Background: an optimization exercise with open tools, aiming at small area, a short achievable clock period and few clock cycles. Do not read the settings as production practice.
Where RTL was checked, it was by simulation tests only, not by an equivalence proof against the original.
Function not checked in runs 4 and 5: the RTL went through the layout flow alone.
No run shown here takes its clock network from TritonCTS; it comes from the design's own scripts or RTL.
No driver is modelled on the clock port, so clock power and skew are understated where the tree is cut down; a real chip needs a root buffer or a tree.
Power and IR drop assume default switching activity.

**flow/config.mk**
```make
export PLATFORM = sky130hd
export DESIGN_NAME = S_Axi_Lite
export DESIGN_NICKNAME = S_Axi_Lite
export VERILOG_FILES = /design/flow/design.v
export SDC_FILE = /design/flow/constraint.sdc
export NUM_CORES = 4
export LEC_CHECK = 0
export CAP_MARGIN = 20
export CORE_MARGIN = 2
export CORE_UTILIZATION = 60
export SETUP_SLACK_MARGIN = 2.4
export SLEW_MARGIN = 20
```
**flow/constraint.sdc**
```tcl
create_clock -name core_clock -period 4.0 [get_ports {S_AXI_ACLK}]
set_input_delay 0.8000 -clock core_clock [delete_from_list [all_inputs] [get_ports {S_AXI_ACLK}]]
set_output_delay 0.8000 -clock core_clock [all_outputs]
set_load 0.01 [all_outputs]
```
**flow/design.v**
```verilog
module S_Axi_Lite #(
    parameter integer P_S_AXI_DATA_WIDTH = 32,
    parameter integer P_S_AXI_ADDR_WIDTH = 4
)
(
    input  wire                                S_AXI_ACLK,
    input  wire                                S_AXI_ARESETN,
    input  wire [P_S_AXI_ADDR_WIDTH-1 : 0]     S_AXI_AWADDR,
    input  wire [2 : 0]                        S_AXI_AWPROT,
    input  wire                                S_AXI_AWVALID,
    output wire                                S_AXI_AWREADY,
    input  wire [P_S_AXI_DATA_WIDTH-1 : 0]     S_AXI_WDATA,
    input  wire [(P_S_AXI_DATA_WIDTH/8)-1 : 0] S_AXI_WSTRB,
    input  wire                                S_AXI_WVALID,
    output wire                                S_AXI_WREADY,
    output wire [1 : 0]                        S_AXI_BRESP,
    output wire                                S_AXI_BVALID,
    input  wire                                S_AXI_BREADY,
    input  wire [P_S_AXI_ADDR_WIDTH-1 : 0]     S_AXI_ARADDR,
    input  wire [2 : 0]                        S_AXI_ARPROT,
    input  wire                                S_AXI_ARVALID,
    output wire                                S_AXI_ARREADY,
    output wire [P_S_AXI_DATA_WIDTH-1 : 0]     S_AXI_RDATA,
    output wire [1 : 0]                        S_AXI_RRESP,
    output wire                                S_AXI_RVALID,
    input  wire                                S_AXI_RREADY
);
localparam integer DW = P_S_AXI_DATA_WIDTH;
reg       wq_v0;
reg [3:0] wq_h0;
reg [1:0] wq_a1;
reg       r_bvalid, b2;
reg       r_awready, r_wready;
wire wq_v1 = ~r_awready;
wire aw_hs = S_AXI_AWVALID & r_awready;
wire w_hs  = S_AXI_WVALID  & r_wready;
wire b_hs  = r_bvalid      & S_AXI_BREADY;
wire wq_v0_n = wq_v1 | aw_hs | (wq_v0 & ~w_hs);
wire wq_v1_n = ~w_hs & (wq_v1 | (aw_hs & wq_v0));
wire b1_n    = b2 | w_hs | (r_bvalid & ~b_hs);
wire b2_n    = ~b_hs & (b2 | (r_bvalid & w_hs));
wire wq_ld   = ~wq_v0 | w_hs;              
always @(posedge S_AXI_ACLK) begin
    if (~S_AXI_ARESETN) begin
        wq_v0     <= 1'b0;
        r_awready <= 1'b1;
        r_wready  <= 1'b0;
        r_bvalid  <= 1'b0;
        b2        <= 1'b0;
    end else begin
        wq_v0     <= wq_v0_n;
        r_awready <= ~wq_v1_n;
        r_wready  <= wq_v0_n & ~b2_n;
        r_bvalid  <= b1_n;
        b2        <= b2_n;
    end
end
always @(posedge S_AXI_ACLK) begin
    if (r_awready)
        wq_a1 <= S_AXI_AWADDR[1:0];
    wq_h0 <= ({4{wq_ld}} & (4'b0001 << (wq_v1 ? wq_a1 : S_AXI_AWADDR[1:0]))) |
             ({4{~wq_ld}} & wq_h0);
end
reg [DW-1:0] r_reg0, r_reg1, r_reg2, r_reg3;
reg [3:0]    rv;
wire [3:0] we = {4{w_hs}} & wq_h0;
always @(posedge S_AXI_ACLK) begin
    if (~S_AXI_ARESETN)
        rv <= 4'd0;
    else
        rv <= rv | we;
end
always @(posedge S_AXI_ACLK) begin
    if (we[0]) r_reg0 <= S_AXI_WDATA;
    if (we[1]) r_reg1 <= S_AXI_WDATA;
    if (we[2]) r_reg2 <= S_AXI_WDATA;
    if (we[3]) r_reg3 <= S_AXI_WDATA;
end
reg       rq_v0;
reg [3:0] rq_h0;                           
reg [1:0] rq_a1;
reg       r_arready, r_rvalid;
reg [DW-1:0] r_rdata;
wire rq_v1 = ~r_arready;
wire ar_hs = S_AXI_ARVALID & r_arready;
wire r_adv = ~r_rvalid | S_AXI_RREADY;    
wire r_mv  = rq_v0 & r_adv;
wire rq_v0_n = rq_v1 | ar_hs | (rq_v0 & ~r_mv);
wire rq_v1_n = ~r_mv & (rq_v1 | (ar_hs & rq_v0));
wire rq_ld   = ~rq_v0 | r_mv;              
always @(posedge S_AXI_ACLK) begin
    if (~S_AXI_ARESETN) begin
        rq_v0     <= 1'b0;
        r_arready <= 1'b1;
        r_rvalid  <= 1'b0;
    end else begin
        rq_v0     <= rq_v0_n;
        r_arready <= ~rq_v1_n;
        r_rvalid  <= r_mv | ~r_adv;
    end
end
always @(posedge S_AXI_ACLK) begin
    if (r_arready)
        rq_a1 <= S_AXI_ARADDR[1:0];
    rq_h0 <= ({4{rq_ld}} & (4'b0001 << (rq_v1 ? rq_a1 : S_AXI_ARADDR[1:0]))) |
             ({4{~rq_ld}} & rq_h0);
end
wire [3:0] rsel = rv & rq_h0;
wire [3:0] rld  = rsel & {4{r_adv}};
wire       rhld = ~r_adv;
always @(posedge S_AXI_ACLK) begin
    r_rdata <= ({DW{rld[0]}} & r_reg0) | ({DW{rld[1]}} & r_reg1) |
               ({DW{rld[2]}} & r_reg2) | ({DW{rld[3]}} & r_reg3) |
               ({DW{rhld}}   & r_rdata);
end
assign S_AXI_AWREADY = r_awready;
assign S_AXI_WREADY  = r_wready;
assign S_AXI_BVALID  = r_bvalid;
assign S_AXI_BRESP   = 2'b00;
assign S_AXI_ARREADY = r_arready;
assign S_AXI_RVALID  = r_rvalid;
assign S_AXI_RDATA   = r_rdata;
assign S_AXI_RRESP   = 2'b00;
endmodule
```
**flow/flow/run.sh**
```bash
#!/bin/bash
# Own layout flow: the standard synthesis (standard.sh synth, unchanged),
# then the gates between the registers re-mapped for area (remap.sh; registers
# untouched, equivalence checked), then the standard layout steps with
# minimum-size port buffers and a two-level clock tree: the clock port drives
# four buf_16, which drive twelve buf_12, each feeding one placement
# cluster of registers (mytree.tcl).
set -euo pipefail
W=$PWD
F=$W/flow
R=$W/orfs/results/sky130hd/S_Axi_Lite/base
mkdir -p "$W/remap"
bash standard.sh synth > "$W/synth.log" 2>&1
cp "$R/1_2_yosys.v" "$W/remap/std_synth.v"
bash "$F/remap.sh" "$W/remap/std_synth.v" "$W/remap/remapped.v" "$W/remap" > "$W/remap.log" 2>&1
cp "$W/remap/remapped.v" "$R/1_2_yosys.v"
rm -f "$R/1_synth.odb" "$R/1_synth.sdc"
export BUFFER_PORTS_ARGS="-buffer_cell sky130_fd_sc_hd__buf_1"
export PRE_CTS_TCL="$F/pre_cts.tcl"
bash standard.sh > "$W/layout.log" 2>&1
```
**flow/flow/mytree.tcl**
```tcl
# Clock tree built directly: the clock port drives NROOT clock buffers; each
# of them drives some of the NLEAF leaf buffers; each leaf buffer drives the
# clock pins of one cluster of registers (k-means on placement). Every
# register is two buffers from the port, so the tree is balanced.

# k-means on points {id x y}; returns the cluster index of each point and the
# centres. Deterministic start: points spread along the x order.
proc my_kmeans {pts k} {
  set n [llength $pts]
  set sorted [lsort -real -index 1 $pts]
  set cents {}
  for {set j 0} {$j < $k} {incr j} {
    set p [lindex $sorted [expr {int(($j + 0.5) * $n / $k)}]]
    lappend cents [list [lindex $p 1] [lindex $p 2]]
  }
  for {set iter 0} {$iter < 100} {incr iter} {
    set assign {}
    foreach p $pts {
      set best 0; set bd 1e30
      for {set j 0} {$j < $k} {incr j} {
        set c [lindex $cents $j]
        set d [expr {hypot([lindex $p 1]-[lindex $c 0], [lindex $p 2]-[lindex $c 1])}]
        if {$d < $bd} { set bd $d; set best $j }
      }
      lappend assign $best
    }
    set newc {}
    for {set j 0} {$j < $k} {incr j} {
      set sx 0.0; set sy 0.0; set m 0
      foreach p $pts a $assign {
        if {$a == $j} { set sx [expr {$sx+[lindex $p 1]}]; set sy [expr {$sy+[lindex $p 2]}]; incr m }
      }
      if {$m > 0} { lappend newc [list [expr {$sx/$m}] [expr {$sy/$m}]] } else { lappend newc [lindex $cents $j] }
    }
    if {$newc eq $cents} { break }
    set cents $newc
  }
  return [list $assign $cents]
}

proc my_make_buf {blk master name in_net xy} {
  set inst [odb::dbInst_create $blk $master $name]
  set net [odb::dbNet_create $blk "${name}_net"]
  $net setSigType CLOCK
  [$inst findITerm X] connect $net
  [$inst findITerm A] connect $in_net
  $inst setLocation [expr {int([lindex $xy 0])}] [expr {int([lindex $xy 1])}]
  $inst setPlacementStatus PLACED
  return $net
}

proc my_clock_tree {nroot nleaf rootcell leafcell} {
  set blk [ord::get_db_block]
  set clk_net [$blk findNet S_AXI_ACLK]
  set sinks {}
  foreach it [$clk_net getITerms] {
    set bb [[$it getInst] getBBox]
    lappend sinks [list $it [expr {([$bb xMin]+[$bb xMax])/2.0}] [expr {([$bb yMin]+[$bb yMax])/2.0}]]
  }
  lassign [my_kmeans $sinks $nleaf] sink_assign leaf_cents
  set leaves {}
  for {set j 0} {$j < $nleaf} {incr j} { lappend leaves [list $j {*}[lindex $leaf_cents $j]] }
  lassign [my_kmeans $leaves $nroot] leaf_assign root_cents
  # a root buffer sits between the port and its leaves' centre
  set rmaster [[ord::get_db] findMaster $rootcell]
  set lmaster [[ord::get_db] findMaster $leafcell]
  set root_nets {}
  for {set r 0} {$r < $nroot} {incr r} {
    lappend root_nets [my_make_buf $blk $rmaster "clkbuf_root_$r" $clk_net [lindex $root_cents $r]]
  }
  set leaf_nets {}
  for {set j 0} {$j < $nleaf} {incr j} {
    lappend leaf_nets [my_make_buf $blk $lmaster "clkbuf_leaf_$j" [lindex $root_nets [lindex $leaf_assign $j]] [lindex $leaf_cents $j]]
  }
  foreach s $sinks a $sink_assign {
    set it [lindex $s 0]
    $it disconnect
    $it connect [lindex $leaf_nets $a]
  }
  set_propagated_clock [all_clocks]
  puts "my_clock_tree: [llength $sinks] sinks, $nroot root and $nleaf leaf buffers"
}
```
**flow/flow/pre_cts.tcl**
```tcl
# Sourced by ORFS's cts.tcl before clock tree synthesis (PRE_CTS_TCL).
# Builds the clock tree here (mytree.tcl) and turns the step's own
# clock_tree_synthesis call into a no-op; the rest of the CTS step
# (legalization, timing repair) runs as usual.
source [file join [file dirname [info script]] mytree.tcl]
my_clock_tree 4 12 sky130_fd_sc_hd__buf_16 sky130_fd_sc_hd__buf_12
proc clock_tree_synthesis {args} {
  puts "clock tree built by flow/mytree.tcl; clock_tree_synthesis skipped"
}
```
**flow/flow/remap.sh**
```bash
#!/bin/bash
set -uo pipefail
STD=$1; OUT=$2; D=$3
F=$(cd "$(dirname "$0")" && pwd)
LIB=$FLOW_HOME/platforms/sky130hd/lib/sky130_fd_sc_hd__tt_025C_1v80.lib
DU=$(grep -o 'sky130_fd_sc_hd__lpflow_[a-z0-9_]*\|sky130_fd_sc_hd__probe[a-z0-9_]*' "$LIB" | sort -u | sed 's/^/-dont_use /' | tr '\n' ' ')
best=""; best_area=""
cp "$STD" "$OUT"
n=0
while IFS= read -r line; do
  [[ -z "$line" ]] && continue
  n=$((n+1)); sc=s$n
  echo "$line" | tr ';' '\n' | sed 's/^ *//' > "$D/$sc.abc"; echo topo >> "$D/$sc.abc"
  cat > "$D/remap_$sc.ys" <<EOY
read_liberty -ignore_miss_func $LIB
blackbox =sky130_fd_sc_hd__*df* =sky130_fd_sc_hd__*dl* =sky130_fd_sc_hd__*sdf*
read_verilog $STD
hierarchy -top S_Axi_Lite
flatten
opt_clean
abc -liberty $LIB $DU -script $D/$sc.abc
opt_clean -purge
rename -hide w:*.*
opt_clean -purge
hilomap -singleton -hicell sky130_fd_sc_hd__conb_1 HI -locell sky130_fd_sc_hd__conb_1 LO
opt_clean -purge
tee -o $D/remap_$sc.stat stat -liberty $LIB
write_verilog -noattr -nohex -nodec $D/remap_$sc.v
EOY
  yosys -l "$D/remap_$sc.log" -s "$D/remap_$sc.ys" < /dev/null > /dev/null 2>&1 || continue
  cat > "$D/equiv_$sc.ys" <<EOY
read_liberty -ignore_miss_func $LIB
read_verilog $STD
rename S_Axi_Lite gold
read_verilog $D/remap_$sc.v
rename S_Axi_Lite gate
hierarchy -check
cd gold
rename -hide w:* i:* %d o:* %d
rename -hide c:* t:sky130_fd_sc_hd__*df* %d
cd gate
rename -hide w:* i:* %d o:* %d
rename -hide c:* t:sky130_fd_sc_hd__*df* %d
cd
flatten gold gate
opt_clean
equiv_make gold gate equiv
hierarchy -top equiv
equiv_simple -seq 2
equiv_induct
equiv_status -assert
EOY
  yosys -l "$D/equiv_$sc.log" -s "$D/equiv_$sc.ys" < /dev/null > /dev/null 2>&1 || { echo "remap $sc: not proven equivalent, skipped"; continue; }
  # every register instance of the standard netlist must still be there
  a=$(grep -o '^ *sky130_fd_sc_hd__e\?df[a-z0-9_]* [^ ]*' "$STD" | sort | md5sum)
  b=$(grep -o '^ *sky130_fd_sc_hd__e\?df[a-z0-9_]* [^ ]*' "$D/remap_$sc.v" | sort | md5sum)
  [[ "$a" == "$b" ]] || { echo "remap $sc: registers differ, skipped"; continue; }
  area=$(grep -o "Chip area for module '\\\\S_Axi_Lite': [0-9.]*" "$D/remap_$sc.stat" | awk '{print $NF}')
  echo "remap $sc: area $area"
  if [[ -z "$best" ]] || awk "BEGIN{exit !($area < $best_area)}"; then best=$sc; best_area=$area; fi
done < "$F/scripts.abc"
if [[ -n "$best" ]]; then cp "$D/remap_$best.v" "$OUT"; echo "using remap $best"; else echo "using the standard netlist"; fi
```
**flow/flow/scripts.abc**
```
strash; dch; map -a
strash; dch; amap
strash; dc2; dch; map -a
strash; balance; rewrite; refactor; balance; rewrite -z; rewrite -z; balance; dch; map -a
strash; dch -f; map -a
strash; dch; map -a; strash; dch; amap
strash; dc2; dc2; dch -f; amap
strash; dch -f; amap
strash; dc2; dch -f; map -a
strash; balance; rewrite; refactor; balance; rewrite -z; rewrite -z; balance; dch -f; amap
strash; dc2; dch; amap
strash; dch; amap; strash; dch -f; map -a
```
**flow/standard.sh**
```bash
#!/bin/bash
# synth_recipe.tcl (not shown) runs the flow's synth.tcl, then flattens the netlist and writes it again
# the make line also repeats each setting of config.mk as NAME=value (left out here)
make -C /OpenROAD-flow-scripts/flow DESIGN_CONFIG=/design/flow/config.mk WORK_HOME=/design/flow/orfs CLKGATE_MAP_FILE= SYNTH_SCRIPT=/design/flow/synth_recipe.tcl "${@:-finish}"
```
==> summary.md, run 1 <==
| Metric | Value |
|---|---|
| Status | no timing/DRC/antenna violations |
| Max Slew Vio Count | 0 |
| Input/output buffers | 79 |
| Fin util | 0.7519 |
| Peak VDD IR | roughly 320 uV |
| First-pass iteration count of the detailed router | 7 |
| Maximum clock rate | roughly 0.62 GHz |
| Clock latency at the later pin of the worst-skew pair | about 0.24 ns |
| Met2 Track Usage GR | 0.3651 |
| I/O pin count | 98 |
| Wire per inst | 20.35 um |
| Gr busiest metal | met2 |
| RSZ-0062 raised after global routing | yes |
| Total of fill cells in the finished design | 638 |
| Initial antenna violation count | 0 |
| Row count | 36 |
| Die W | around 100 um |
| Worst hold start | rv[0]$_SDFF_PN0_ |
| Routed Antenna Nets | 0 |
| M3 GR Usage | 0.02994 |
| Crit path arrival time | approximately 1.5 ns |
| Reg clk slew, reported paths | 0.07 ns |
| Post-DP HPWL | 6733 um |
| Die Span Y | 104.7 um |
| Total of max-cap violations | 0 |
| Yosys warns | 1 |
| Final Hold Vio Count | 0 |
| Cts hold-fix bufs | 0 |
| Hold_ws | between 0.4 and 0.5 ns |
| Crit path kind | primary input to flop |
| Nets | 554 |
| Met1 Use GR | 0.3411 |
| Final setup viols | 0 |
| Critical Path Sink Type | flop |
| CP required | 3.90 ns |
| Initial Utilization | 0.6196 |
| Cell count after synthesis | 371 |
| Die area | 10960 sq um |
| Min-delay worst type | flop to flop |
| First-iteration detailed-routing DRC count | 501 |
| Period utilization | 0.4000 |
| Startpoint Class | primary input |
| Via count | 3726 |
| Largest net degree at the start of global routing | 34 |
| Crit Path Max Fanout | 15 |
| Period minus WS final | about 1.6 ns |
| First-pass GRT wire length | a little under 20000 um |
| Setup TNS | 0 ns |
| Worst Hold Path Cells | 2 |
| P&R area growth vs syn | 21.34% |
| Static leakage | 0.002474 uW |
| Mapped Area | between 6000 and 7000 sq um |
| Via-to-Cell Ratio | 5.933 |
| FF-to-FF End | r_rdata[5]$_DFF_P_ |
| DRC viols | 0 |
| Core area | 9819 sq um |
| Pwr dens | 491.5 nW/um^2 |
| Reg2Reg Setup Slack | 2.48 ns |
| Overall Global Routing Usage | 0.2253 |
| R2r worst-path depth | 4 |
| Clock Skews | 0.03082 ns |
| Synthesized area per cell | approximately 16 sq um |
| Layout cell share with drive strength beyond 1 | 0.1172 |
| Global placement routability congestion | 0.7330 |
| Total gr overflow | 0 |
| Antenna diodes | 0 |
| Routed wire length | 12780 um |
| Vias in the first global route | 3592 |
| Worst hold endpoint | rv[0]$_SDFF_PN0_ |
-- where the power goes --
| group | total, uW | switching, uW | leakage [uW] | internal (uW) |
|---|---|---|---|---|
| clock | 1250 | 557 | 0.000163 | 693 |
| combinational | 209 | 129 | 0.000667 | 80.6 |
| sequential | 2170 | 33.0 | 0.00164 | 2140 |
-- final cells by class --
type                    instances  area [sq um]  area share
plain buffers                  16         350.3     0.04745
inverters                      12         71.32    0.009659
repair buffers                103         651.9     0.08829
multi-input cells             180          1095      0.1483
well taps                     133         166.4     0.02254
flip-flops and latches        184          5049      0.6838
-- state kept, by name, indices dropped and copies added (netlist names), 2 cells and up, named ones only --
register / count
r_reg3: 32
rv: 4
wq_a1: 2
rq_a1: 2
r_reg1: 32
r_rdata: 32
r_reg2: 32
r_reg0: 32
-- metrics by stage --
| stage | area [sq um] | setup slack [ns] | total power (uW) | instances |
|---|---|---|---|---|
| after floorplan | 6155 | 2.127 | 2294 | 374 |
| after global placement | 6678 | 1.527 | 2372 | 594 |
| after detailed placement | 6678 | 1.553 | 2380 | 594 |
| after CTS | 7229 | 2.387 | 3627 | 621 |
| after global routing | 7383 | 2.367 | 3750 | 628 |
| final | 7383 | 2.400 | 3629 | 628 |
-- cells in the final DEF (no fill, tap or decap), drive strengths merged --
| cell | n |
|---|---|
| a21oi | 66 |
| o22ai | 4 |
| o21ai | 2 |
| clkinv | 12 |
| nand2 | 3 |
| and2 | 5 |
| or3 | 1 |
| a221oi | 1 |
| a22oi | 1 |
| nand2b | 1 |
| a31oi | 2 |
| conb | 4 |
| dfxtp | 48 |
| nor2 | 51 |
| a222oi | 31 |
| clkbuf | 3 |
| nor2b | 7 |
| o221ai | 1 |
| edfxtp | 136 |
| buf | 116 |
-- metal layers --
layer | vias to the layer above | share of wire
li1 | 1718 | -
met1 | 1817 | 0.42
met2 | 172 | 0.48
met3 | 19 | 0.082
met4 | 0 | 0.019
met5 | - | 0
-- worst max-delay path by stage --
stage | endpoint | slack (ns) | startpoint | cells after the start
final | r_reg1[5]$_DFFE_PP_ | 2.40 | S_AXI_WVALID | 4
after global routing | r_reg1[5]$_DFFE_PP_ | 2.37 | S_AXI_WVALID | 4
after CTS | r_reg3[21]$_DFFE_PP_ | 2.39 | S_AXI_WVALID | 4
after detailed placement | r_reg2[1]$_DFFE_PP_ | 1.55 | S_AXI_WVALID | 4
after global placement | r_reg2[21]$_DFFE_PP_ | 1.53 | S_AXI_WVALID | 4
after floorplan | r_rdata[18]$_DFF_P_ | 2.13 | S_AXI_RREADY | 4
-- critical path, cell delays in order --
cell and delay, ns:
buf_2 0.13, nand2_8 0.11, nor2b_4 0.22, buf_6 0.23
-- repair_timing --
item / CTS / global route
setup endpoints to repair: 167 / 54
buffers inserted: 9 / 5
pin swaps: 0 / 2
gates resized for setup: 19 / 14
cloned: 2 / 2
Testbench counts, summed over its fixed seeds: cycles 784.
==> run 2, diff against run 1 <==
--- a/flow/config.mk
+++ b/flow/config.mk
@@ -8,5 +8,5 @@
 export CAP_MARGIN = 20
 export CORE_MARGIN = 2
 export CORE_UTILIZATION = 60
-export SETUP_SLACK_MARGIN = 2.4
+export SETUP_SLACK_MARGIN = 2.35
 export SLEW_MARGIN = 20
==> run 2 against run 1 <==
Power is 0.68% lower; sequential cell count unchanged; first-iteration DRC count decreased by 41%; via count is 2.3% lower; routed wire length decreased by 4.5%; clock skew increased by 0.032 ns; critical endpoint is now S_AXI_WREADY; largest cell class unchanged.
==> summary.md, run 2 <==
| Metric | Value |
|---|---|
| Vias in the first global route | 3708 (+3.2%) |
| Die area | 10960 sq um (unchanged) |
| Period minus WS final | 1.624 ns (+0.02354 ns) |
| Clock latency at the later pin of the worst-skew pair | 0.27 ns (+0.03 ns) |
| Mapped Area | 6085 sq um (unchanged) |
| CP required | 3.20 ns (-0.70 ns) |
| Final setup viols | 0 (unchanged) |
| Delay-heaviest family, CP | flip-flops |
| Fin util | 0.7310 (-0.02090) |
| Total of fill cells in the finished design | 681 (+6.7%) |
| Crit Path Max Fanout | 2 (-13) |
| Nets | 545 (-1.6%) |
| Crit path kind | flop to output port |
| Wire per inst | 19.72 um (-3.1%) |
| Overall Global Routing Usage | 0.2245 (-0.0008210) |
| Post-DP HPWL | 6654 um (-1.2%) |
| Layout cell share with drive strength beyond 1 | 0.08848 (-0.02869) |
| Static leakage | 0.002386 uW (-3.6%) |
| Min-delay worst type | flop to flop |
| Setup TNS | 0 ns (unchanged) |
| Die W | 104.7 um (unchanged) |
| First-iteration detailed-routing DRC count | 295 (-41%) |
| Total of max-cap violations | 0 (unchanged) |
| I/O pin count | 98 (unchanged) |
| RSZ-0062 raised after global routing | no |
| Largest net degree at the start of global routing | 35 (+2.9%) |
| Routed wire length | 12200 um (-4.5%) |
| R2r worst-path depth | 4 (unchanged) |
| Maximum clock rate | 0.6159 GHz (-1.4%) |
| DRC viols | 0 (unchanged) |
| Most frequent cells in the layout | edfxtp_1 (136), buf_1 (78), a21oi_1 (66) |
| Peak VDD IR | 355.0 uV (+10%) |
| Input/output buffers | 79 (unchanged) |
| Cell count after synthesis | 371 (unchanged) |
| Row count | 36 (unchanged) |
| Startpoint Class | flop |
| Antenna diodes | 0 (unchanged) |
| Most common cell after layout, fill and taps aside | edfxtp_1 |
| Initial Utilization | 0.6196 (unchanged) |
| Worst Hold Path Cells | 2 (unchanged) |
| Multi-input logic area | 1075 sq um (-1.8%) |
| P&R area growth vs syn | 17.97% |
| Via-to-Cell Ratio | 5.880 (-0.89%) |
| Critical Path Sink Type | output port |
| Yosys warns | 1 (unchanged) |
| Period utilization | 0.4059 (+0.005885) |
| Pwr dens | 502.1 nW/um^2 (+2.2%) |
| Via count | 3640 (-2.3%) |
| First-pass GRT wire length | 19380 um (about the same) |
| Reg clk slew, reported paths | 0.05 ns (-0.02 ns) |
| CP Depth | 1 (-3) |
| Crit path arrival time | 0.82 ns (-0.68 ns) |
| First-pass iteration count of the detailed router | 6 (-1) |
| Final Hold Vio Count | 0 (unchanged) |
| Die Span Y | 104.7 um (unchanged) |
| Routed Antenna Nets | 0 (unchanged) |
| Max Slew Vio Count | 0 (unchanged) |
| Initial antenna violation count | 0 (unchanged) |
| FF+latch area | 5046 sq um (about the same) |
| Global placement routability congestion | 0.6880 (-6.1%) |
| CP max-delay cell | dfxtp_1 |
| Max stage delay on crit path | 0.43 ns (+0.20 ns) |
| Worst path bufs/invs | 1 (-1) |
| Core area | 9819 sq um (unchanged) |
| Cts hold-fix bufs | 0 (unchanged) |
| Status | no timing/DRC/antenna violations |
| Synthesized area per cell | 16.40 sq um (unchanged) |
| Total gr overflow | 0 (unchanged) |
| Clock Skews | 0.06330 ns (+0.03249 ns) |
| Crit path cell chain | buf_1 |
[run 2: per-stage QoR]
stage | area [sq um] | instances | setup slack (ns) | hold slack, ns | total power [uW]
after floorplan | 6155 | 374 | 2.127 | 0.4332 | 2294
after global placement | 6685 | 595 | 1.574 | 0.4397 | 2371
after detailed placement | 6685 | 595 | 1.569 | 0.4490 | 2381
after CTS | 7172 | 619 | 2.354 | 0.4609 | 3637
after global routing | 7178 | 619 | 2.352 | 0.5092 | 3731
final | 7178 | 619 | 2.376 | 0.4559 | 3604
[run 2: per-layer routing]
| metal | vias to the layer above | wire length [um] | global-route usage |
|---|---|---|---|
| li1 | 1696 | - | - |
| met1 | 1793 | 4811 | 0.2944 |
| met2 | 134 | 6352 | 0.3973 |
| met3 | 17 | 868 | 0.04304 |
| met4 | 0 | 173 | 0.04286 |
| met5 | - | 0 | 0 |
[run 2: what timing repair did]
item                                    CTS  global route
gates resized for setup                  20             2
endpoints found under the setup margin  136             6
buffers inserted                          7             0
pin swaps                                 0             0
hold endpoints to repair                  0             0
gates cloned                              1             0
[run 2: report_power, final]
part / switching, uW / internal, uW
clock network: 556 / 692
registers: 30.1 / 2140
logic: 123 / 66.7
total: 709 / 2890
[run 2: path summary, 6_finish.rpt]
| kind | slack, ns | from | end |
|---|---|---|---|
| setup / recovery | 2.38 | r_wready$_SDFF_PN0_ | S_AXI_WREADY |
| hold / removal | 0.46 | rv[1]$_SDFF_PN0_ | rv[1]$_SDFF_PN0_ |
| setup reg to reg | 2.45 | flop | r_rdata[9]$_DFF_P_ |
| hold reg to reg | 0.46 | rv[1]$_SDFF_PN0_ | rv[1]$_SDFF_PN0_ |
[run 2: layout make-up]
class,count,share of cell area
Buffer,16,0.04881
Inverter,12,0.006972
Multi-Input combinational cell,179,0.1497
Sequential cell,184,0.7030
Tap cell,133,0.02318
Timing Repair Buffer,95,0.06833
==> run 3, diff against run 2 <==
--- a/flow/flow/run.sh
+++ b/flow/flow/run.sh
@@ -3,7 +3,7 @@
 # then the gates between the registers re-mapped for area (remap.sh; registers
 # untouched, equivalence checked), then the standard layout steps with
 # minimum-size port buffers and a two-level clock tree: the clock port drives
-# four buf_16, which drive twelve buf_12, each feeding one placement
+# four clkbuf_16, which drive eight clkbuf_16, each feeding one placement
 # cluster of registers (mytree.tcl).
 set -euo pipefail
 W=$PWD
==> flow/flow/pre_cts.tcl (replaced) <==
# Sourced by ORFS's cts.tcl before clock tree synthesis (PRE_CTS_TCL).
# Builds the clock tree here (mytree.tcl) and turns the step's own
# clock_tree_synthesis call into a no-op; the rest of the CTS step
# (legalization, timing repair) runs as usual.
source [file join [file dirname [info script]] mytree.tcl]
my_clock_tree 4 8 sky130_fd_sc_hd__clkbuf_16 sky130_fd_sc_hd__clkbuf_16
proc clock_tree_synthesis {args} {
  puts "clock tree built by flow/mytree.tcl; clock_tree_synthesis skipped"
}
--- a/flow/config.mk
+++ b/flow/config.mk
@@ -10,3 +10,4 @@
 export CORE_UTILIZATION = 60
 export SETUP_SLACK_MARGIN = 2.35
 export SLEW_MARGIN = 20
+export TNS_END_PERCENT = 20
==> run 3 against run 2 <==
Still clean; clock power is 18% lower; global-route usage is 0.33 points lower; die area stayed put; largest power group unchanged; final cell count is 0.97% higher; register-to-register slack worse by 0.04 ns; critical endpoint is now r_reg3[3]$_DFFE_PP_; critical path type is now primary input to flop; design area is 0.47% lower; maximum frequency is 8.9% lower; synthesized area stayed put; sequential cell count stayed put; power is 6.2% lower.
==> summary.md, run 3 <==
| Metric | Value |
|---|---|
| Layout cell share with drive strength beyond 1 | 0.09350 (+0.005019) |
| Hold_ws | 0.4629 ns (+0.006988 ns) |
| Row count | 36 (unchanged) |
| DRC viols | 0 (unchanged) |
| Max Slew Vio Count | 0 (unchanged) |
| Crit Path Max Fanout | 11 (+9) |
| Mapped Area | 6085 sq um (unchanged) |
| Maximum clock rate | 0.5611 GHz (-8.9%) |
| Peak VDD IR | 333.7 uV (-6.0%) |
| Setup TNS | 0 ns (unchanged) |
| Final Hold Vio Count | 0 (unchanged) |
| Core area | 9819 sq um (unchanged) |
| Post-Layout Inst Area | 7144 sq um (-0.47%) |
| Cell count after synthesis | 371 (unchanged) |
| Initial antenna violation count | 0 (unchanged) |
| Largest net degree at the start of global routing | 34 (-2.9%) |
| Die W | 104.7 um (unchanged) |
| First-pass GRT wire length | 19070 um (-1.6%) |
| Clock latency at the later pin of the worst-skew pair | 0.29 ns (+0.02 ns) |
| Die Span Y | 104.7 um (unchanged) |
| First-pass iteration count of the detailed router | 5 (-1) |
| Net load switching power | 648.5 uW (-8.6%) |
| Comb pwr share | 0.057 (+0.004) |
| Routed Antenna Nets | 0 (unchanged) |
| Initial Utilization | 0.6196 (unchanged) |
| Global placement routability congestion | 0.6858 (-0.32%) |
| Wire per inst | 19.60 um (-0.59%) |
| I/O pin count | 98 (unchanged) |
| Switch share | 0.1917 (-0.005029) |
| Actual slew at the worst max-slew pin | 0.6642 ns |
| Placed inst area | 6700 sq um (+0.22%) |
| Reg clk slew, reported paths | 0.09 ns (+0.04 ns) |
| Max stage delay on crit path | 0.57 ns (+0.14 ns) |
| Overall Global Routing Usage | 0.2212 (-0.003315) |
| Static leakage | 0.002405 uW (+0.78%) |
| RSZ-0062 raised after global routing | yes |
| Status | no timing/DRC/antenna violations |
| Reg power frac | 0.639 (+0.038) |
| Most frequent cells in the layout | edfxtp_1 (136), buf_1 (79), a21oi_1 (66) |
| Input/output buffers | 79 (unchanged) |
| Crit path arrival time | 1.71 ns (+0.89 ns) |
| Most common cell after layout, fill and taps aside | edfxtp_1 |
| Via-to-Cell Ratio | 5.885 (about the same) |
| Crit path cell chain | buf_1, nand2_8, nor2b_2 |
| P&R area growth vs syn | 17.42% |
| Yosys warns | 1 (unchanged) |
| Critical Path Sink Type | flop |
| Clock Power Share | 0.304 (-0.042) |
| Via count | 3678 (+1.0%) |
| First-iteration detailed-routing DRC count | 440 (+49%) |
| Synthesized area per cell | 16.40 sq um (unchanged) |
| Vias in the first global route | 3676 (-0.86%) |
| Total of max-cap violations | 0 (unchanged) |
| Startpoint Class | primary input |
| Post-DP HPWL | 6977 um (+4.8%) |
| Antenna diodes | 0 (unchanged) |
| Min-delay worst type | flop to flop |
| Fin util | 0.7276 (-0.003440) |
| Nets | 551 (+1.1%) |
| Clock Skews | 0.02488 ns (-0.03843 ns) |
| Max_slew headroom | 0.5552 |
| Total gr overflow | 0 (unchanged) |
| Crit path kind | primary input to flop |
| Period minus WS final | 1.782 ns (+0.1587 ns) |
| CP max-delay cell | nor2b_2 |
| Period utilization | 0.4456 (+0.03967) |
| Post-Place Cells | 597 (+0.34%) |
| Pwr dens | 473.4 nW/um^2 (-5.7%) |
| Final Non-Filler Cells | 625 (+0.97%) |
| Die area | 10960 sq um (unchanged) |
| Pint | 2734 uW (-5.6%) |
| Total of fill cells in the finished design | 661 (-2.9%) |
| Routed wire length | 12250 um (+0.38%) |
| CP required | 3.93 ns (+0.73 ns) |
| Final setup viols | 0 (unchanged) |
-- run 3: power by group through the flow --
stage / registers, uW / logic, uW / clock network (uW)
3_5_place_dp: 2200 / 179 / 0
4_1_cts: 2160 / 187 / 1050
5_1_grt: 2170 / 212 / 1120
2_1_floorplan: 2210 / 83.0 / 0
6_report: 2160 / 191 / 1030
3_3_place_gp: 2200 / 172 / 0
-- run 3: metal layers --
layer	share of wire	routed length [um]	GRT usage
met4	0.016	199	0.04000
met3	0.085	1037	0.02308
met2	0.48	5911	0.3702
met5	0	0	0
met1	0.42	5101	0.3249
-- run 3: area by class of cell --
class	count	area [sq um]	area share
multi-input cells	180	1077	0.1508
plain buffers	12	300.3	0.04203
flip-flops and latches	184	5045	0.7061
inverters	12	52.55	0.007356
repair buffers	104	503.0	0.07040
well taps	133	166.4	0.02329
-- run 3: worst paths after layout --
| kind | endpoint | from | depth (start not counted) | slack (ns) |
|---|---|---|---|---|
| max | r_reg3[3]$_DFFE_PP_ | S_AXI_WVALID | 3 | 2.22 |
| min | rv[3]$_SDFF_PN0_ | rv[3]$_SDFF_PN0_ | 2 | 0.46 |
| max reg2reg | r_rdata[7]$_DFF_P_ | flop | 4 | 2.41 |
| min reg2reg | rv[3]$_SDFF_PN0_ | rv[3]$_SDFF_PN0_ | 2 | 0.46 |
-- run 3: metrics by stage --
step	setup WS [ns]	total power (uW)
floorplan	2.127	2294
global placement	1.554	2372
detailed placement	1.564	2383
CTS	2.029	3395
global route	2.160	3501
finish	2.218	3382
-- run 3: repair_timing --
item                       CTS  global route
setup endpoints to repair  157           119
setup buffers                6             8
resized for setup            3             3
cloned                       2             0
hold buffers                 0             0
-- run 3: worst max-delay path: cells and delay by family --
kind | cells | cell delay (ns)
and+or+nand+nor | 2 | 0.71
buffers and inverters | 1 | 0.19
==> run 4, diff against run 3 <==
--- a/flow/design.v
+++ b/flow/design.v
@@ -31,6 +31,7 @@
 reg [1:0] wq_a1;
 reg       r_bvalid, b2;
 reg       r_awready, r_wready;
+reg [3:0] wsel;                            
 wire wq_v1 = ~r_awready;
 wire aw_hs = S_AXI_AWVALID & r_awready;
 wire w_hs  = S_AXI_WVALID  & r_wready;
@@ -40,17 +41,21 @@
 wire b1_n    = b2 | w_hs | (r_bvalid & ~b_hs);
 wire b2_n    = ~b_hs & (b2 | (r_bvalid & w_hs));
 wire wq_ld   = ~wq_v0 | w_hs;              
+wire [3:0] wq_h0_n = wq_ld ? (4'b0001 << (wq_v1 ? wq_a1 : S_AXI_AWADDR[1:0])) : wq_h0;
+wire       wready_n = wq_v0_n & ~b2_n;
 always @(posedge S_AXI_ACLK) begin
     if (~S_AXI_ARESETN) begin
         wq_v0     <= 1'b0;
         r_awready <= 1'b1;
         r_wready  <= 1'b0;
+        wsel      <= 4'd0;
         r_bvalid  <= 1'b0;
         b2        <= 1'b0;
     end else begin
         wq_v0     <= wq_v0_n;
         r_awready <= ~wq_v1_n;
-        r_wready  <= wq_v0_n & ~b2_n;
+        r_wready  <= wready_n;
+        wsel      <= {4{wready_n}} & wq_h0_n;
         r_bvalid  <= b1_n;
         b2        <= b2_n;
     end
@@ -58,18 +63,14 @@
 always @(posedge S_AXI_ACLK) begin
     if (r_awready)
         wq_a1 <= S_AXI_AWADDR[1:0];
-    wq_h0 <= ({4{wq_ld}} & (4'b0001 << (wq_v1 ? wq_a1 : S_AXI_AWADDR[1:0]))) |
-             ({4{~wq_ld}} & wq_h0);
+    wq_h0 <= wq_h0_n;
 end
 reg [DW-1:0] r_reg0, r_reg1, r_reg2, r_reg3;
 reg [3:0]    rv;
-wire [3:0] we = {4{w_hs}} & wq_h0;
-always @(posedge S_AXI_ACLK) begin
-    if (~S_AXI_ARESETN)
-        rv <= 4'd0;
-    else
-        rv <= rv | we;
-end
+wire [3:0] we = {4{S_AXI_WVALID}} & wsel;
+wire [3:0] rv_n = {4{S_AXI_ARESETN}} & (rv | we);
+always @(posedge S_AXI_ACLK)
+    rv <= rv_n;
 always @(posedge S_AXI_ACLK) begin
     if (we[0]) r_reg0 <= S_AXI_WDATA;
     if (we[1]) r_reg1 <= S_AXI_WDATA;
@@ -77,7 +78,7 @@
     if (we[3]) r_reg3 <= S_AXI_WDATA;
 end
 reg       rq_v0;
-reg [3:0] rq_h0;                           
+reg [3:0] rq_h0;
 reg [1:0] rq_a1;
 reg       r_arready, r_rvalid;
 reg [DW-1:0] r_rdata;
@@ -102,10 +103,10 @@
 always @(posedge S_AXI_ACLK) begin
     if (r_arready)
         rq_a1 <= S_AXI_ARADDR[1:0];
-    rq_h0 <= ({4{rq_ld}} & (4'b0001 << (rq_v1 ? rq_a1 : S_AXI_ARADDR[1:0]))) |
+    rq_h0 <= ({4{rq_ld}} & (4'b0001 << (rq_v1 ? rq_a1 : S_AXI_ARADDR[1:0])) & rv_n) |
              ({4{~rq_ld}} & rq_h0);
 end
-wire [3:0] rsel = rv & rq_h0;
+wire [3:0] rsel = rq_h0;
 wire [3:0] rld  = rsel & {4{r_adv}};
 wire       rhld = ~r_adv;
 always @(posedge S_AXI_ACLK) begin
--- a/flow/config.mk
+++ b/flow/config.mk
@@ -10,4 +10,3 @@
 export CORE_UTILIZATION = 60
 export SETUP_SLACK_MARGIN = 2.35
 export SLEW_MARGIN = 20
-export TNS_END_PERCENT = 20
==> run 4 against run 3 <==
Still clean on timing, DRC and antenna; first-iteration DRC count decreased by 17%; global-route usage increased by 0.11 points; final cell count increased by 3.4%; combinational power decreased by 4%; critical endpoint is now S_AXI_RDATA[1].
==> summary.md, run 4 <==
| Metric | Value |
|---|---|
| Die Span Y | 105.4 um (+0.67%) |
| Die W | 105.4 um (+0.67%) |
| Max Slew Vio Count | 0 (unchanged) |
| Reg2reg start | rq_h0[0]$_DFF_P_ |
| Input/output buffers | 79 (unchanged) |
| R2r worst-path depth | 3 (-1) |
| Overall Global Routing Usage | 0.2223 (+0.001145) |
| Row count | 37 (+2.8%) |
| Routed Antenna Nets | 0 (unchanged) |
| Clock Skews | 0.03844 ns (+0.01356 ns) |
| CP max-delay cell | dfxtp_1 |
| Peak VDD IR | 308.3 uV (-7.6%) |
| Reg2Reg Setup Slack | 2.47 ns (+0.06 ns) |
| Crit Path Max Fanout | 2 (-9) |
| Reg clk slew, reported paths | 0.09 ns (about the same) |
| Wire per inst | 19.38 um (-1.1%) |
| Mapped Area | 6170 sq um (+1.4%) |
| CP Depth | 1 (-2) |
| Period utilization | 0.4062 (-0.03932) |
| Setup TNS | 0 ns (unchanged) |
| Final setup viols | 0 (unchanged) |
| Synthesized area per cell | 15.78 sq um (-3.8%) |
| First-pass GRT wire length | 19260 um (+1.0%) |
| Most frequent cells in the layout | edfxtp_1 (128), buf_1 (71), dfxtp_1 (55) |
| Fin worst setup slack | 2.375 ns (+0.1573 ns) |
| Largest net degree at the start of global routing | 48 (+41%) |
| End point of the critical path | S_AXI_RDATA[1] |
| Clock latency at the later pin of the worst-skew pair | 0.29 ns (about the same) |
| P&R area growth vs syn | 18.54% |
| Via count | 3787 (+3.0%) |
| Routed wire length | 12520 um (+2.2%) |
| FF-to-FF End | r_rdata[31]$_DFF_P_ |
| RSZ-0062 raised after global routing | yes |
| Maximum clock rate | 0.6154 GHz (+9.7%) |
| Worst path bufs/invs | 1 (unchanged) |
| Total of max-cap violations | 0 (unchanged) |
| Cell count after synthesis | 391 (+5.4%) |
| Status | no timing/DRC/antenna violations |
| Pwr dens | 466.2 nW/um^2 (-1.5%) |
| Total gr overflow | 0 (unchanged) |
| Min-delay worst type | flop to flop |
| Max stage delay on crit path | 0.36 ns (-0.21 ns) |
| Max_slew headroom | 0.5820 (+0.02680) |
| Final Hold Vio Count | 0 (unchanged) |
| Antenna diodes | 0 (unchanged) |
| Dpl ws | 1.392 ns (-0.1718 ns) |
| First-pass iteration count of the detailed router | 6 (+1) |
| Via-to-Cell Ratio | 5.862 (-0.38%) |
| Actual slew at the worst max-slew pin | 0.6242 ns (-0.04002 ns) |
| Vias in the first global route | 3624 (-1.4%) |
| Die area | 11110 sq um (+1.4%) |
| Total of fill cells in the finished design | 707 (+7.0%) |
| Nets | 569 (+3.3%) |
| Critical Path Start | r_rdata[1]$_DFF_P_ |
| DRC viols | 0 (unchanged) |
| Crit path kind | flop to output port |
| Crit path cell chain | buf_1 |
| First-iteration detailed-routing DRC count | 366 (-17%) |
| Static leakage | 0.002468 uW (+2.6%) |
| Startpoint Class | flop |
| Critical Path Sink Type | output port |
| Initial Utilization | 0.6085 (-0.01111) |
| Post-DP HPWL | 7007 um (+0.43%) |
| CP required | 3.20 ns (-0.73 ns) |
| Delay-heaviest family, CP | flip-flops |
| Core area | 10140 sq um (+3.2%) |
| Yosys warns | 1 (unchanged) |
| Initial antenna violation count | 0 (unchanged) |
| Crit path arrival time | 0.82 ns (-0.89 ns) |
| Most common cell after layout, fill and taps aside | edfxtp_1 |
| I/O pin count | 98 (unchanged) |
| Period minus WS final | 1.625 ns (-0.1573 ns) |
| Global placement routability congestion | 0.7477 (+9.0%) |
| Layout cell share with drive strength beyond 1 | 0.1294 (+0.03592) |
-- run 4: cell types whose count changed in the layout (fill, tap and decap cells not counted), sizes merged, moves of 2 or more --
cell	previous run	this run
clkinv	11	23
a31oi	2	15
a21oi	66	38
nand2	3	20
and2	5	0
o32ai	0	4
edfxtp	136	128
buf	104	94
clkbuf	12	18
nor2b	7	11
dfxtp	48	60
nor2	51	47
a22oi	1	3
o21ai	2	6
-- run 4: what timing repair did --
action	CTS	global route
endpoints found under the setup margin	183	13
endpoints found under the hold margin	0	0
gates resized for setup	14	11
gates cloned	4	0
hold buffers	0	0
setup buffers	10	0
-- run 4: area by class of cell --
class / instances / area [sq um] / share of cell area
multi-input combinational: 187 / 1176 / 0.1608
tap: 136 / 170.2 / 0.02327
buffer: 12 / 300.3 / 0.04106
timing repair buffer: 100 / 490.5 / 0.06707
inverter: 23 / 125.1 / 0.01711
sequential: 188 / 5051 / 0.6907
-- run 4: per-layer routing --
layer	vias to the layer above	track usage	part of all wire
met5	-	0	0
met4	0	0.03238	0.017
met2	138	0.3986	0.50
met1	1869	0.3054	0.41
met3	17	0.02041	0.067
li1	1763	-	-
-- run 4: worst min path at each step --
stage                        startpoint             to  slack, ns  cells past startpoint
final                     rv[0]$_DFF_P_  rv[0]$_DFF_P_       0.46                      2
after global routing      rv[0]$_DFF_P_  rv[0]$_DFF_P_       0.49                      2
after CTS                 rv[0]$_DFF_P_  rv[0]$_DFF_P_       0.46                      2
after detailed placement  rv[3]$_DFF_P_  rv[3]$_DFF_P_       0.44                      2
after global placement    rv[3]$_DFF_P_  rv[3]$_DFF_P_       0.43                      2
after floorplan           rv[3]$_DFF_P_  rv[3]$_DFF_P_       0.41                      2
-- run 4: stage by stage --
| stage | instances | total power [uW] | cell area [sq um] | hold slack, ns | util |
|---|---|---|---|---|---|
| CTS | 646 | 3424 | 7292 | 0.4616 | 0.7192 |
| global placement | 620 | 2378 | 6827 | 0.4276 | 0.6733 |
| detailed placement | 620 | 2386 | 6827 | 0.4383 | 0.6733 |
| finish | 646 | 3409 | 7313 | 0.4597 | 0.7213 |
| global route | 646 | 3520 | 7313 | 0.4937 | 0.7213 |
| floorplan | 394 | 2304 | 6277 | 0.4129 | - |
-- run 4: report_power, final --
group	internal, uW	switching [uW]	total, uW
Clock	536	512	1050
Sequential	2150	28.4	2180
Combinational	65.3	119	184
==> run 5, diff against run 4 <==
--- a/flow/config.mk
+++ b/flow/config.mk
@@ -8,5 +8,5 @@
 export CAP_MARGIN = 20
 export CORE_MARGIN = 2
 export CORE_UTILIZATION = 60
-export SETUP_SLACK_MARGIN = 2.35
+export SETUP_SLACK_MARGIN = 2.45
 export SLEW_MARGIN = 20
==> run 5 against run 4 <==
Worst hold slack worse by 0.0087 ns; final cell count up 1.9%; largest power group unchanged; critical endpoint is now S_AXI_RDATA[0]; maximum frequency up 4.4%; clock skew up 0.0019 ns; largest cell class unchanged.
==> summary.md, run 5 <==
| Metric | Value |
|---|---|
| Status | no timing/DRC/antenna violations |
| Routed wire length | 13530 um (+8.1%) |
| First-pass iteration count of the detailed router | 8 (+2) |
| Reg2reg start | r_awready$_SDFF_PN1_ |
| CP required | 3.20 ns (about the same) |
| Crit path arrival time | 0.76 ns (-0.06 ns) |
| Period utilization | 0.3890 (-0.01726) |
| Total of fill cells in the finished design | 626 (-11%) |
| Reg2Reg Setup Slack | 2.50 ns (+0.03 ns) |
| Overall Global Routing Usage | 0.2347 (+0.01235) |
| Startpoint Class | flop |
| Largest net degree at the start of global routing | 48 (unchanged) |
| Critical Path Sink Type | output port |
| DRC viols | 0 (unchanged) |
| First-pass GRT wire length | 20280 um (+5.3%) |
| Clock Skews | 0.04039 ns (+0.001947 ns) |
| R2r worst-path depth | 8 (+5) |
| Gr busiest metal | met2 |
| Cell count after synthesis | 391 (unchanged) |
| Clock latency at the later pin of the worst-skew pair | 0.30 ns (about the same) |
| Actual slew at the worst max-slew pin | 0.5973 ns (-0.02682 ns) |
| Pwr dens | 444.3 nW/um^2 (-4.7%) |
| Mapped Area | 6170 sq um (unchanged) |
| Worst path bufs/invs | 1 (unchanged) |
| Vias in the first global route | 3839 (+5.9%) |
| Input/output buffers | 79 (unchanged) |
| Yosys warns | 1 (unchanged) |
| Initial antenna violation count | 0 (unchanged) |
| Delay-heaviest family, CP | flip-flops |
| I/O pin count | 98 (unchanged) |
| Wire per inst | 20.56 um (+6.1%) |
| Max stage delay on crit path | 0.34 ns (-0.02 ns) |
| Die Span Y | 105.4 um (unchanged) |
| Worst hold endpoint | rv[3]$_DFF_P_ |
| Most frequent cells in the layout | edfxtp_1 (128), nor2_1 (45), buf_1 (39) |
| Nets | 581 (+2.1%) |
| Post-DP HPWL | 6979 um (-0.40%) |
| RSZ-0062 raised after global routing | yes |
| Crit Path Max Fanout | 2 (unchanged) |
| CP max-delay cell | dfxtp_2 |
| Max_slew headroom | 0.6018 (+0.01976) |
| Crit path cell chain | buf_6 |
| Total gr overflow | 0 (unchanged) |
| Period minus WS final | 1.556 ns (-0.06903 ns) |
| Max Slew Vio Count | 0 (unchanged) |
| Via count | 3871 (+2.2%) |
| M3 GR Usage | 0.02721 (+0.006803) |
| Final setup viols | 0 (unchanged) |
| Most common cell after layout, fill and taps aside | edfxtp_1 |
| Total of max-cap violations | 0 (unchanged) |
| Die area | 11110 sq um (unchanged) |
| Synthesized area per cell | 15.78 sq um (unchanged) |
| Maximum clock rate | 0.6427 GHz (+4.4%) |
| FF-to-FF End | wq_h0[3]$_DFF_P_ |
| Global placement routability congestion | 0.7288 (-2.5%) |
| Hold_ws | 0.4510 ns (-0.008691 ns) |
| Worst Hold Path Cells | 2 (unchanged) |
| P&R area growth vs syn | 26.73% |
| Crit path kind | flop to output port |
| Met2 Track Usage GR | 0.4069 (+0.008295) |
| Core area | 10140 sq um (unchanged) |
| Met1 Use GR | 0.3264 (+0.02099) |
| Final Hold Vio Count | 0 (unchanged) |
| First-iteration detailed-routing DRC count | 375 (+2.5%) |
| Peak VDD IR | 245.6 uV (-20%) |
| Min-delay worst type | flop to flop |
| Via-to-Cell Ratio | 5.883 (+0.35%) |
| Worst hold start | rv[3]$_DFF_P_ |
| Die W | 105.4 um (unchanged) |
| Row count | 37 (unchanged) |
| Static leakage | 0.002757 uW (+12%) |
| Layout cell share with drive strength beyond 1 | 0.2854 (+0.1560) |
| Initial Utilization | 0.6085 (unchanged) |
| Setup TNS | 0 ns (unchanged) |
| Antenna diodes | 0 (unchanged) |
| Reg clk slew, reported paths | 0.09 ns (about the same) |
| Routed Antenna Nets | 0 (unchanged) |
-- run 5: cell count changes in the layout (fill, tap and decap cells not counted), moves of 3 or more --
cell / previous run / this run
buf_1: 71 / 39
buf_12: 1 / 4
buf_2: 1 / 10
buf_6: 1 / 35
clkbuf_2: 6 / 1
dfxtp_1: 55 / 23
dfxtp_2: 5 / 37
-- run 5: routing by layer --
| layer | part of all wire | up-vias |
|---|---|---|
| li1 | - | 1782 |
| met1 | 0.41 | 1927 |
| met2 | 0.50 | 147 |
| met3 | 0.069 | 15 |
| met4 | 0.015 | 0 |
| met5 | 0 | - |
-- run 5: what timing repair did --
action / 4_1_cts / 5_1_grt
setup buffers: 17 / 5
hold endpoints to repair: 0 / 0
cloned: 4 / 3
setup endpoints to repair: 215 / 92
gates resized for setup: 101 / 34
pin swaps: 5 / 1
hold buffers: 0 / 0
-- run 5: worst max-delay path by stage --
stage	from	cells after the start	slack (ns)	end
2_1_floorplan	S_AXI_WVALID	4	2.18	rq_h0[3]$_DFF_P_
3_3_place_gp	S_AXI_WVALID	4	1.35	r_reg2[29]$_DFFE_PP_
3_5_place_dp	S_AXI_WVALID	4	1.35	r_reg2[29]$_DFFE_PP_
4_1_cts	S_AXI_WVALID	5	2.43	r_reg0[31]$_DFFE_PP_
5_1_grt	r_awready$_SDFF_PN1_	8	2.38	wq_h0[3]$_DFF_P_
6_report	r_rdata[0]$_DFF_P_	1	2.44	S_AXI_RDATA[0]
-- run 5: cell type report --
| class | count | area, sq um | area share |
|---|---|---|---|
| Sequential cell | 188 | 5091 | 0.6511 |
| Multi-Input combinational cell | 186 | 1214 | 0.1552 |
| Timing Repair Buffer | 113 | 915.9 | 0.1171 |
| Buffer | 12 | 300.3 | 0.03841 |
| Tap cell | 136 | 170.2 | 0.02176 |
| Inverter | 23 | 127.6 | 0.01632 |
-- run 5: per-stage QoR --
stage / setup slack [ns] / instances / power, uW / instance area, sq um / utilization
3_5_place_dp: 1.346 / 617 / 2391 / 6829 / 0.6736
4_1_cts: 2.434 / 650 / 3457 / 7570 / 0.7466
6_report: 2.444 / 658 / 3474 / 7819 / 0.7712
3_3_place_gp: 1.353 / 617 / 2383 / 6829 / 0.6736
5_1_grt: 2.384 / 658 / 3569 / 7819 / 0.7712
2_1_floorplan: 2.176 / 394 / 2309 / 6302 / -
-- run 5: report_power, final --
| group | internal, uW | total (uW) | switching, uW |
|---|---|---|---|
| registers | 2150 | 2190 | 33.7 |
| logic | 110 | 242 | 132 |
| clock network | 536 | 1050 | 510 |
==> run 6, diff against run 5 <==
--- a/flow/design.v
+++ b/flow/design.v
@@ -31,7 +31,6 @@
 reg [1:0] wq_a1;
 reg       r_bvalid, b2;
 reg       r_awready, r_wready;
-reg [3:0] wsel;                            
 wire wq_v1 = ~r_awready;
 wire aw_hs = S_AXI_AWVALID & r_awready;
 wire w_hs  = S_AXI_WVALID  & r_wready;
@@ -41,21 +40,17 @@
 wire b1_n    = b2 | w_hs | (r_bvalid & ~b_hs);
 wire b2_n    = ~b_hs & (b2 | (r_bvalid & w_hs));
 wire wq_ld   = ~wq_v0 | w_hs;              
-wire [3:0] wq_h0_n = wq_ld ? (4'b0001 << (wq_v1 ? wq_a1 : S_AXI_AWADDR[1:0])) : wq_h0;
-wire       wready_n = wq_v0_n & ~b2_n;
 always @(posedge S_AXI_ACLK) begin
     if (~S_AXI_ARESETN) begin
         wq_v0     <= 1'b0;
         r_awready <= 1'b1;
         r_wready  <= 1'b0;
-        wsel      <= 4'd0;
         r_bvalid  <= 1'b0;
         b2        <= 1'b0;
     end else begin
         wq_v0     <= wq_v0_n;
         r_awready <= ~wq_v1_n;
-        r_wready  <= wready_n;
-        wsel      <= {4{wready_n}} & wq_h0_n;
+        r_wready  <= wq_v0_n & ~b2_n;
         r_bvalid  <= b1_n;
         b2        <= b2_n;
     end
@@ -63,14 +58,18 @@
 always @(posedge S_AXI_ACLK) begin
     if (r_awready)
         wq_a1 <= S_AXI_AWADDR[1:0];
-    wq_h0 <= wq_h0_n;
+    wq_h0 <= ({4{wq_ld}} & (4'b0001 << (wq_v1 ? wq_a1 : S_AXI_AWADDR[1:0]))) |
+             ({4{~wq_ld}} & wq_h0);
 end
 reg [DW-1:0] r_reg0, r_reg1, r_reg2, r_reg3;
 reg [3:0]    rv;
-wire [3:0] we = {4{S_AXI_WVALID}} & wsel;
-wire [3:0] rv_n = {4{S_AXI_ARESETN}} & (rv | we);
-always @(posedge S_AXI_ACLK)
-    rv <= rv_n;
+wire [3:0] we = {4{w_hs}} & wq_h0;
+always @(posedge S_AXI_ACLK) begin
+    if (~S_AXI_ARESETN)
+        rv <= 4'd0;
+    else
+        rv <= rv | we;
+end
 always @(posedge S_AXI_ACLK) begin
     if (we[0]) r_reg0 <= S_AXI_WDATA;
     if (we[1]) r_reg1 <= S_AXI_WDATA;
@@ -78,7 +77,7 @@
     if (we[3]) r_reg3 <= S_AXI_WDATA;
 end
 reg       rq_v0;
-reg [3:0] rq_h0;
+reg [3:0] rq_h0;                           
 reg [1:0] rq_a1;
 reg       r_arready, r_rvalid;
 reg [DW-1:0] r_rdata;
@@ -103,10 +102,10 @@
 always @(posedge S_AXI_ACLK) begin
     if (r_arready)
         rq_a1 <= S_AXI_ARADDR[1:0];
-    rq_h0 <= ({4{rq_ld}} & (4'b0001 << (rq_v1 ? rq_a1 : S_AXI_ARADDR[1:0])) & rv_n) |
+    rq_h0 <= ({4{rq_ld}} & (4'b0001 << (rq_v1 ? rq_a1 : S_AXI_ARADDR[1:0]))) |
              ({4{~rq_ld}} & rq_h0);
 end
-wire [3:0] rsel = rq_h0;
+wire [3:0] rsel = rv & rq_h0;
 wire [3:0] rld  = rsel & {4{r_adv}};
 wire       rhld = ~r_adv;
 always @(posedge S_AXI_ACLK) begin
--- a/flow/flow/run.sh
+++ b/flow/flow/run.sh
@@ -2,9 +2,9 @@
 # Own layout flow: the standard synthesis (standard.sh synth, unchanged),
 # then the gates between the registers re-mapped for area (remap.sh; registers
 # untouched, equivalence checked), then the standard layout steps with
-# minimum-size port buffers and a two-level clock tree: the clock port drives
-# four clkbuf_16, which drive eight clkbuf_16, each feeding one placement
-# cluster of registers (mytree.tcl).
+# minimum-size port buffers and a balanced two-level clock tree: the clock
+# port drives four buf_16, each driving four buf_8, each feeding an equal
+# share of the registers, split by recursive bisection (mytree.tcl).
 set -euo pipefail
 W=$PWD
 F=$W/flow
==> flow/flow/mytree.tcl (replaced) <==
# Clock tree built directly, balanced by recursive bisection: the registers
# are split in halves of equal count (across the longer side of their
# bounding box) until there are NLEAF groups; each group gets a leaf buffer
# at its centre. The clock port drives NROOT root buffers; root r drives the
# NLEAF/NROOT leaves that come from the same part of the bisection. Every
# register is two buffers from the port and every buffer drives the same
# number of loads (within one), so the tree is balanced.

proc my_bisect {pts n} {
  # pts: list of {item x y}; returns n groups of nearly equal size
  if {$n <= 1} { return [list $pts] }
  set xs [lmap p $pts {lindex $p 1}]
  set ys [lmap p $pts {lindex $p 2}]
  set w [expr {[tcl::mathfunc::max {*}$xs] - [tcl::mathfunc::min {*}$xs]}]
  set h [expr {[tcl::mathfunc::max {*}$ys] - [tcl::mathfunc::min {*}$ys]}]
  set idx [expr {$w >= $h ? 1 : 2}]
  set sorted [lsort -real -index $idx $pts]
  set half [expr {$n / 2}]
  set cut [expr {int(round([llength $pts] * double($half) / $n))}]
  return [concat [my_bisect [lrange $sorted 0 [expr {$cut - 1}]] $half] \
                 [my_bisect [lrange $sorted $cut end] [expr {$n - $half}]]]
}

proc my_centre {pts} {
  set sx 0.0; set sy 0.0
  foreach p $pts { set sx [expr {$sx + [lindex $p 1]}]; set sy [expr {$sy + [lindex $p 2]}] }
  set m [llength $pts]
  return [list [expr {$sx / $m}] [expr {$sy / $m}]]
}

proc my_make_buf {blk master name in_net xy} {
  set inst [odb::dbInst_create $blk $master $name]
  set net [odb::dbNet_create $blk "${name}_net"]
  $net setSigType CLOCK
  [$inst findITerm X] connect $net
  [$inst findITerm A] connect $in_net
  $inst setLocation [expr {int([lindex $xy 0])}] [expr {int([lindex $xy 1])}]
  $inst setPlacementStatus PLACED
  return $net
}

proc my_clock_tree {nroot nleaf rootcell leafcell} {
  set blk [ord::get_db_block]
  set clk_net [$blk findNet S_AXI_ACLK]
  set sinks {}
  foreach it [$clk_net getITerms] {
    set bb [[$it getInst] getBBox]
    lappend sinks [list $it [expr {([$bb xMin]+[$bb xMax])/2.0}] [expr {([$bb yMin]+[$bb yMax])/2.0}]]
  }
  set rmaster [[ord::get_db] findMaster $rootcell]
  set lmaster [[ord::get_db] findMaster $leafcell]
  set per [expr {$nleaf / $nroot}]
  set r 0; set l 0
  foreach rgroup [my_bisect $sinks $nroot] {
    set lgroups [my_bisect $rgroup $per]
    set lcentres [lmap g $lgroups {my_centre $g}]
    set rnet [my_make_buf $blk $rmaster "clkbuf_root_$r" $clk_net [my_centre [lmap c $lcentres {list x {*}$c}]]]
    foreach g $lgroups c $lcentres {
      set lnet [my_make_buf $blk $lmaster "clkbuf_leaf_$l" $rnet $c]
      foreach s $g {
        set it [lindex $s 0]
        $it disconnect
        $it connect $lnet
      }
      incr l
    }
    incr r
  }
  set_propagated_clock [all_clocks]
  puts "my_clock_tree: [llength $sinks] sinks, $nroot root and $nleaf leaf buffers"
}
==> flow/flow/pre_cts.tcl (replaced) <==
# Sourced by ORFS's cts.tcl before clock tree synthesis (PRE_CTS_TCL).
# Builds the clock tree here (mytree.tcl) and turns the step's own
# clock_tree_synthesis call into a no-op; the rest of the CTS step
# (legalization, timing repair) runs as usual.
source [file join [file dirname [info script]] mytree.tcl]
my_clock_tree 4 16 sky130_fd_sc_hd__buf_16 sky130_fd_sc_hd__buf_8
proc clock_tree_synthesis {args} {
  puts "clock tree built by flow/mytree.tcl; clock_tree_synthesis skipped"
}
--- a/flow/config.mk
+++ b/flow/config.mk
@@ -8,5 +8,5 @@
 export CAP_MARGIN = 20
 export CORE_MARGIN = 2
 export CORE_UTILIZATION = 60
-export SETUP_SLACK_MARGIN = 2.45
+export SETUP_SLACK_MARGIN = 2.35
 export SLEW_MARGIN = 20
==> run 6 against run 5 <==
Sequential share of layout area rose by 5.3 points; first-iteration DRC count fell by 3.2%; routed wire length fell by 8.7%; highest routed layer unchanged; worst setup slack got worse by 0.038 ns; clock power rose by 17%; critical endpoint is now S_AXI_ARREADY.
==> summary.md, run 6 <==
| Metric | Value |
|---|---|
| Status | no timing/DRC/antenna violations |
| RSZ-0062 raised after global routing | no |
| Total gr overflow | 0 (unchanged) |
| Final Hold Vio Count | 0 (unchanged) |
| Worst path bufs/invs | 1 (unchanged) |
| Die W | 104.7 um (-0.67%) |
| First-iteration detailed-routing DRC count | 363 (-3.2%) |
| Final setup viols | 0 (unchanged) |
| Maximum clock rate | 0.6274 GHz (-2.4%) |
| Crit path kind | flop to output port |
| Fin worst setup slack | 2.406 ns (-0.03793 ns) |
| Crit path arrival time | 0.79 ns (+0.03 ns) |
| Routed Antenna Nets | 0 (unchanged) |
| First-pass iteration count of the detailed router | 5 (-3) |
| DRC viols | 0 (unchanged) |
| Layout cell share with drive strength beyond 1 | 0.09202 (-0.1934) |
| Setup TNS | 0 ns (unchanged) |
| Most common cell after layout, fill and taps aside | edfxtp_1 |
| CP Depth | 1 (unchanged) |
| Static leakage | 0.002386 uW (-13%) |
| R2r worst-path depth | 4 (-4) |
| Via count | 3629 (-6.3%) |
| Total of max-cap violations | 0 (unchanged) |
| Vias in the first global route | 3738 (-2.6%) |
| FF-to-FF End | r_rdata[1]$_DFF_P_ |
| Min-delay worst type | flop to flop |
| Startpoint Class | flop |
| Pwr dens | 501.0 nW/um^2 (+13%) |
| Most frequent cells in the layout | edfxtp_1 (136), buf_1 (78), a21oi_1 (66) |
| Period utilization | 0.3985 (+0.009482) |
| Antenna diodes | 0 (unchanged) |
| Die Span Y | 104.7 um (-0.67%) |
| Initial antenna violation count | 0 (unchanged) |
| Overall Global Routing Usage | 0.2280 (-0.006679) |
| Routed wire length | 12340 um (-8.7%) |
| Die area | 10960 sq um (-1.3%) |
| Reg clk slew, reported paths | 0.06 ns (-0.03 ns) |
| Max Slew Vio Count | 0 (unchanged) |
| First-pass GRT wire length | 19700 um (-2.9%) |
| Clock Skews | 0.01962 ns (-0.02077 ns) |
| Input/output buffers | 79 (unchanged) |
| Yosys warns | 1 (unchanged) |
| Core area | 9819 sq um (-3.1%) |
| Largest net degree at the start of global routing | 35 (-27%) |
| Crit path cell chain | buf_1 |
| Synthesized area per cell | 16.40 sq um (+3.9%) |
| Worst hold start | rv[0]$_SDFF_PN0_ |
| Fin util | 0.7297 (-0.04146) |
| Via-to-Cell Ratio | 5.834 (-0.83%) |
| Reg2Reg Setup Slack | 2.51 ns (about the same) |
| Critical Path Sink Type | output port |
| Period minus WS final | 1.594 ns (+0.03793 ns) |
| Delay-heaviest family, CP | flip-flops |
| CP max-delay cell | dfxtp_1 |
| Mapped Area | 6085 sq um (-1.4%) |
| Wire per inst | 19.85 um (-3.5%) |
| Hold_ws | 0.4596 ns (+0.008536 ns) |
| I/O pin count | 98 (unchanged) |
| Cts hold-fix bufs | 0 (unchanged) |
| Initial Utilization | 0.6196 (+0.01111) |
| Max stage delay on crit path | 0.40 ns (+0.06 ns) |
| Pwr Total | 3590 uW (+3.3%) |
| P&R area growth vs syn | 17.77% |
| Dpl ws | 1.569 ns (+0.2229 ns) |
| Peak VDD IR | 292.5 uV (+19%) |
| Worst Hold Path Cells | 2 (unchanged) |
| Global placement routability congestion | 0.6880 (-5.6%) |
| Crit Path Max Fanout | 5 (+3) |
| CP required | 3.20 ns (about the same) |
| Nets | 548 (-5.7%) |
| Post-DP HPWL | 6654 um (-4.7%) |
| Worst hold endpoint | rv[0]$_SDFF_PN0_ |
| Clock latency at the later pin of the worst-skew pair | 0.24 ns (-0.06 ns) |
| Row count | 36 (-2.7%) |
| Cell count after synthesis | 371 (-5.1%) |
==> run 6: per-layer routing <==
metal | vias up | part of all wire | track usage
met5 | - | 0 | 0
met4 | 0 | 0.019 | 0.04571
met3 | 18 | 0.070 | 0.03743
met2 | 146 | 0.50 | 0.3940
met1 | 1765 | 0.41 | 0.3114
li1 | 1700 | - | -
==> run 6: repair_timing <==
action | in CTS | in global routing
gates resized for setup | 14 | 6
setup buffers | 6 | 0
setup endpoints to repair | 133 | 92
gates cloned | 1 | 0
==> run 6: worst max-delay path by stage <==
stage | from | end | slack (ns)
finish | r_arready$_SDFF_PN1_ | S_AXI_ARREADY | 2.41
global route | r_arready$_SDFF_PN1_ | S_AXI_ARREADY | 2.36
CTS | S_AXI_WVALID | r_reg2[27]$_DFFE_PP_ | 2.33
detailed placement | S_AXI_WVALID | r_reg0[8]$_DFFE_PP_ | 1.57
global placement | S_AXI_WVALID | r_reg0[8]$_DFFE_PP_ | 1.57
floorplan | S_AXI_RREADY | r_rdata[18]$_DFF_P_ | 2.13
==> run 6: area by class of cell <==
type                    instances  area [sq um]
flip-flops and latches        184          5046
well taps                     133         166.4
multi-input cells             179          1074
fillers                       701          2654
repair buffers                 94         479.2
plain buffers                  20         350.3
inverters                      12         50.05
==> run 6: power breakdown <==
group	switching (uW)	internal [uW]
Clock	577	658
Sequential	29.7	2140
Combinational	123	66.0
==> run 6: per-stage QoR <==
stage,cell area (sq um),cells
after detailed placement,6685,595
after floorplan,6155,374
after global routing,7166,622
final,7166,622
after global placement,6685,595
after CTS,7142,622
Testbench counts of run 6, summed over its fixed seeds: cycles 784.

[what the ideal ports hide]
How much do the figures lean on ideal ports? The routed layouts below were timed once more, with nothing changed but the port constraints.
Step 1 assumes that a clkbuf_16 drives the clock port and a buf_2 every other input.
Step 2 also shifts input and output timing later by t, the mid clock arrival at the registers, as if the neighbouring blocks saw the same clock.
a / b / c = ideal ports / drivers / drivers and shift; a / b = the first two.
| run | t, ns | setup WS [ns] | worst register clock-pin slew, ns | worst data-port slew with drivers (ns) | cell pins on the clock port's net |
|---|---|---|---|---|---|
| run 1 | 0.334 | 2.400 / 2.311 / 2.153 | 0.08 / 0.08 | 0.05 | 4 |
| run 2 | 0.342 | 2.376 / 2.275 / 2.152 | 0.09 / 0.09 | 0.05 | 4 |
| run 3 | 0.360 | 2.218 / 2.220 / 1.920 | 0.10 / 0.10 | 0.05 | 4 |
| run 4 | 0.358 | 2.375 / 2.293 / 2.135 | 0.10 / 0.10 | 0.06 | 4 |
| run 5 | 0.363 | 2.444 / 2.364 / 2.117 | 0.10 / 0.10 | 0.06 | 4 |
| run 6 | 0.333 | 2.406 / 2.302 / 2.172 | 0.07 / 0.07 | 0.05 | 4 |
After both steps setup and hold are still met in every run listed. The setup slack of run 5, which loses most, moves by -0.080 ns with the drivers and by -0.327 ns with both steps.
